Source: an optimization exercise on an open RTL-to-GDS flow (aim: small area and a short achievable clock period). Production flows keep margins and buffers that such runs may drop.
RTL that was checked went through simulation tests only; none was proved equivalent to the original.

// sigma_delta_dac_3rdorder
module sigma_delta_dac_3rdorder(
  input clk,
  input reset_n,
  input [15:0] d,
  output reg q
);
reg  [21:0] a;
reg  [23:0] l;
reg  [23:0] f;
wire        s = f[23];
wire [21:0] a_in = { {5{~s}}, d[15], ~d[15], d[14:0] };
wire [21:0] a_nx = a + a_in;
wire [23:0] o2 = { {2{a[21]}}, a };
wire [23:0] o3 = { {5{~s}}, s, {8{~s}}, ~f[22:13] };
wire [23:0] x  = l ^ o2 ^ o3;
wire [23:0] y  = { (l[22:0] & o2[22:0]) | (l[22:0] & o3[22:0]) | (o2[22:0] & o3[22:0]), 1'b1 };
wire [24:0] l_sum = {1'b0, x} + {1'b0, y};
wire [23:0] fc = { f[23:19] + {~s, ~s, ~s, ~s, 1'b1}, f[18:0] };
wire [23:0] xs = { 1'b0, x[23:1] };
wire [23:0] ys = { 1'b0, y[23:1] };
wire [23:0] s1 = fc ^ xs ^ ys;
wire [23:0] c1 = (fc & xs) | (fc & ys) | (xs & ys);
wire [23:0] t  = s1 + { c1[22:0], x[0] };
wire [23:0] f_nx = { t[23] ^ l_sum[23] ^ l_sum[24], t[22:0] };
always @(negedge reset_n or posedge clk)
  if (!reset_n) begin
    a <= 22'd0;
    l <= 24'd0;
    f <= 24'd0;
    q <= 1'b0;
  end else begin
    a <= a_nx;
    l <= l_sum[23:0];
    f <= f_nx;
    q <= ~s;
  end
endmodule
Size: ~680 cells after synthesis, ~71 flip-flops, ~19 I/O pins, about 0.0065 mm² of cells after synthesis.
clock: 7.0 ns
lec_check: 0
cap_margin: 20
core_margin: 2
core_utilization: 40
slew_margin: 20
run.sh (not shown) runs the stock make flow with config.mk's settings and CLKGATE_MAP_FILE= SYNTH_SCRIPT=/design/flow/synth_recipe.tcl, a recipe that flattens the netlist after the stock synthesis.
Rerun with:
- ABC_AREA: unset -> 1
=>
- worst setup slack gains 0.36 ns
- die area goes up by 10%
- synthesized area goes up by 11%
No run of this note included a check of the RTL's function; only the layout flow was run.

* * *

## lane 3
sigma_delta_dac_3rdorder, a different RTL version from the one above (not shown whole).
// sigma_delta_dac_3rdorder
module sigma_delta_dac_3rdorder(
  input clk,
  input reset_n,
  input [15:0] d,
  output reg q
);
reg  [21:0] ao;
reg  [23:0] lr;
reg  [22:0] f;
reg         nf23;   
reg         s;      
reg         na;     
wire [23:0] l = lr ^ 24'd0;
wire [21:0] a_in = { {5{na}}, d[15], ~d[15], d[14:0] };
wire [21:0] a_sum_p = ao ^ a_in;
wire [21:0] a_sum_g0 = ao & a_in;
wire a_sum_G1 = a_sum_g0[1] | ((a_sum_p[1] & ao[0]) & a_in[0]);
wire a_sum_G2 = a_sum_g0[3] | (a_sum_p[3] & a_sum_g0[2]);
wire a_sum_P2 = a_sum_p[3] & a_sum_p[2];
wire a_sum_G3 = a_sum_g0[5] | (a_sum_p[5] & a_sum_g0[4]);
wire a_sum_P3 = a_sum_p[5] & a_sum_p[4];
wire a_sum_G4 = a_sum_g0[7] | (a_sum_p[7] & a_sum_g0[6]);
wire a_sum_P4 = a_sum_p[7] & a_sum_p[6];
wire a_sum_G5 = a_sum_g0[9] | (a_sum_p[9] & a_sum_g0[8]);
wire a_sum_P5 = a_sum_p[9] & a_sum_p[8];
wire a_sum_G6 = a_sum_g0[11] | (a_sum_p[11] & a_sum_g0[10]);
wire a_sum_P6 = a_sum_p[11] & a_sum_p[10];
wire a_sum_G7 = a_sum_g0[13] | (a_sum_p[13] & a_sum_g0[12]);
wire a_sum_P7 = a_sum_p[13] & a_sum_p[12];
wire a_sum_G8 = a_sum_g0[15] | (a_sum_p[15] & a_sum_g0[14]);
wire a_sum_P8 = a_sum_p[15] & a_sum_p[14];
wire a_sum_G9 = a_sum_g0[17] | (a_sum_p[17] & a_sum_g0[16]);
wire a_sum_P9 = a_sum_p[17] & a_sum_p[16];
wire a_sum_G10 = a_sum_g0[19] | (a_sum_p[19] & a_sum_g0[18]);
wire a_sum_P10 = a_sum_p[19] & a_sum_p[18];
wire a_sum_G11 = a_sum_g0[21] | (a_sum_p[21] & a_sum_g0[20]);
wire a_sum_P11 = a_sum_p[21] & a_sum_p[20];
wire a_sum_H12 = a_sum_g0[2] | (a_sum_p[2] & a_sum_g0[1]);
wire a_sum_Q12 = a_sum_p[2] & a_sum_p[1];
wire a_sum_G13 = a_sum_H12 | (a_sum_Q12 & a_sum_g0[0]);
wire a_sum_G14 = a_sum_G2 | (a_sum_P2 & a_sum_G1);
  ...
export LEC_CHECK = 0
export CAP_MARGIN = 20
export CORE_MARGIN = 2
export CORE_UTILIZATION = 40
export SETUP_SLACK_MARGIN = 3.3
export SLEW_MARGIN = 20
create_clock -name core_clock -period 7.0 [get_ports {clk}]
standard.sh (not shown) runs the stock make flow with config.mk's settings and CLKGATE_MAP_FILE= SYNTH_SCRIPT=/design/flow/synth_recipe.tcl, a recipe that flattens the netlist after the stock synthesis.
==> flow/flow/run.sh <==
#!/bin/bash
# The standard layout (standard.sh), with two changes to how it is made:
#  - clock tree synthesis with its own options (below), without dummy loads;
#  - port buffers of the smallest buffer cell (every port still gets one).
# Each tool's full output is in the ORFS logs under orfs/logs; make's own
# output is in standard.log.
bash standard.sh \
  "CTS_ARGS=-sink_clustering_enable -repair_clock_nets -buf_list sky130_fd_sc_hd__clkbuf_8 -dont_use_dummy_load" \
  "BUFFER_PORTS_ARGS=-buffer_cell sky130_fd_sc_hd__buf_1" \
  finish > standard.log 2>&1
Per the final summary, lane 3 finished and its layout is clean on timing, DRC and antenna.
For lane 4, these inputs were changed with respect to lane 3:
# lane 3
export LEC_CHECK = 0
export CAP_MARGIN = 20
export CORE_MARGIN = 2
export CORE_UTILIZATION = 40
export SETUP_SLACK_MARGIN = 3.3
export SLEW_MARGIN = 20
create_clock -name core_clock -period 7.0 [get_ports {clk}]
# lane 4
export LEC_CHECK = 0
export CAP_MARGIN = 20
export CORE_MARGIN = 2
export CORE_UTILIZATION = 40
export SETUP_SLACK_MARGIN = 3.0
export SLEW_MARGIN = 20
create_clock -name core_clock -period 7.0 [get_ports {clk}]
==> flow/run.sh (new file) <==
#!/bin/bash
# synth_recipe.tcl (not shown) runs the flow's synth.tcl, then flattens the netlist and writes it again
# the make line also repeats each setting of config.mk as NAME=value (left out here)
make -C /OpenROAD-flow-scripts/flow DESIGN_CONFIG=/design/flow/config.mk WORK_HOME=/design/flow/orfs CLKGATE_MAP_FILE= SYNTH_SCRIPT=/design/flow/synth_recipe.tcl finish
removed: flow/flow/run.sh
removed: flow/standard.sh
--- outcome ---
Between lane 3 and lane 4, the flow reports detailed-route wire length on metal 1 decreasing slightly. Lane 4 has clock latency reported for the late side of the worst-skew pair below what lane 3 had. Re sequential cell count: no difference whatsoever between lane 4 and lane 3. Relative to lane 3, clock-cell share of area increased by 2.3 points in lane 4. [lane 4] worst setup slack fell 0.17 ns relative to lane 3. Cmp lane 3 and lane 4 / critical path depth / higher: lane 3. Compared with lane 3, lane 4 shows a clock-buffer cell count that is 6 higher. Compared with lane 3, final net count in lane 4 decreased slightly.
No functional check of the RTL was part of any run of this note.

* * *

== build 25 ==
sigma_delta_dac_3rdorder, a different RTL version from the one above (not shown whole).
For scale: ~71 flip-flops, ~19 I/O pins, about 5600 sq um of cells after synthesis.
## sigma_delta_dac_3rdorder
module sigma_delta_dac_3rdorder(
  input clk,
  input reset_n,
  input [15:0] d,
  output reg q
);
Settings: LEC_CHECK=0, CAP_MARGIN=20, CORE_MARGIN=2, CORE_UTILIZATION=55, SETUP_SLACK_MARGIN=3.6, SLEW_MARGIN=20, TNS_END_PERCENT=0; clock period 7.0 ns.
==> flow/flow/run.sh <==
#!/bin/bash
# The standard layout (standard.sh) with two changes to how it is made:
#  - clock tree synthesis from clkbuf_8 buffers only, without dummy loads;
#  - port buffers of the smallest buffer cell (every port still gets one).
# Synthesis, floorplan, power grid, placement, routing and the rest are
# standard.sh's.  Each tool's full output is in the ORFS logs under
# orfs/logs; make's own output is in standard.log.
bash standard.sh \
  "CTS_ARGS=-sink_clustering_enable -repair_clock_nets -buf_list sky130_fd_sc_hd__clkbuf_8 -dont_use_dummy_load" \
  "BUFFER_PORTS_ARGS=-buffer_cell sky130_fd_sc_hd__buf_1" \
  finish > standard.log 2>&1
#### Input delta (build 68 over build 25)
==> flow/flow/run.sh <==
#!/bin/bash
# The standard layout (standard.sh) with changes to how it is made:
#  - clock tree synthesis with its own options (below), without dummy loads;
#  - port buffers of the smallest buffer cell (every port still gets one);
#  - extra make settings: 
# Each tool's full output is in the ORFS logs under orfs/logs; make's own
# output is in standard.log.
bash standard.sh \
  "CTS_ARGS=-sink_clustering_enable -repair_clock_nets -buf_list sky130_fd_sc_hd__clkbuf_8 -dont_use_dummy_load" \
  "BUFFER_PORTS_ARGS=-buffer_cell sky130_fd_sc_hd__buf_1" \
   \
  finish > standard.log 2>&1
--- a/flow/config.mk
+++ b/flow/config.mk
@@ -9,4 +9,4 @@
 export CORE_MARGIN = 2
-export CORE_UTILIZATION = 55
-export SETUP_SLACK_MARGIN = 3.6
+export CORE_UTILIZATION = 60
+export SETUP_SLACK_MARGIN = 3.65
 export SLEW_MARGIN = 20
Number of instances resized during post-cts repair was lower in build 25 than in build 68. [build 68] layout overhead on the synthesized area rose 0.16 points relative to build 25. On sequential share of cell area, build 25 tracks build 68 almost exactly. Final standard cell utilization of the core: build 68 vs build 25 up 4.9 points. Summary — cell count, build 68 relative to build 25: lower, by about 2.3%.
--- input diff build 68..build 97 ---
--- a/flow/config.mk
+++ b/flow/config.mk
@@ -9,5 +9,4 @@
 export CORE_MARGIN = 2
-export CORE_UTILIZATION = 60
-export SETUP_SLACK_MARGIN = 3.65
+export CORE_UTILIZATION = 75
+export SETUP_SLACK_MARGIN = 3.6
 export SLEW_MARGIN = 20
-export TNS_END_PERCENT = 0
- Taking build 68 as the reference, in build 97 final area rose about 1.4%, global-route wire length before repair rose about 8%, cell count fell 13.
- Compared with build 68, in build 97 worst hold margin increased 52 ps, fraction of the cycle the final worst path needs went up by 0.35 points.

afterwards: timing with drivers on the ports:
The flow's constraints put no driver on any port. The routed layouts listed below were extracted and timed again, unchanged, in two steps. Step 1: set_driving_cell puts a clkbuf_16 on clk and a buf_2 on each other input, an assumption about the parent block. Step 2 also shifts input and output timing later by t, the mid clock arrival at the registers, as if the neighbouring blocks saw the same clock. Slacks: no drivers / after step 1 / after step 2; pairs: no drivers / after step 1.
| run | t (ns) | setup slack, ns | worst register clock-pin slew, ns | worst data-port slew with drivers (ns) |
|---|---|---|---|---|
| the first run of note 1 | 0.371 | 2.737 / 2.737 / 2.602 | 0.06 / 0.06 | 0.05 |
| the second run of note 1 | 0.390 | 3.099 / 3.099 / 3.099 | 0.06 / 0.06 | 0.04 |
| lane 3 | 0.393 | 3.298 / 3.298 / 3.143 | 0.08 / 0.08 | 0.03 |
| lane 4 | 0.383 | 3.129 / 3.129 / 2.845 | 0.06 / 0.06 | 0.04 |
| build 25 | 0.401 | 3.568 / 3.568 / 3.303 | 0.07 / 0.07 | 0.04 |
| build 68 | 0.372 | 3.532 / 3.532 / 3.179 | 0.08 / 0.08 | 0.04 |
| build 97 | 0.385 | 3.508 / 3.508 / 3.424 | 0.07 / 0.07 | 0.05 |
After both steps setup and hold are still met in every run listed. For build 68, which loses most, drivers alone change the setup slack by 0.000 ns; drivers and shift together by -0.353 ns.
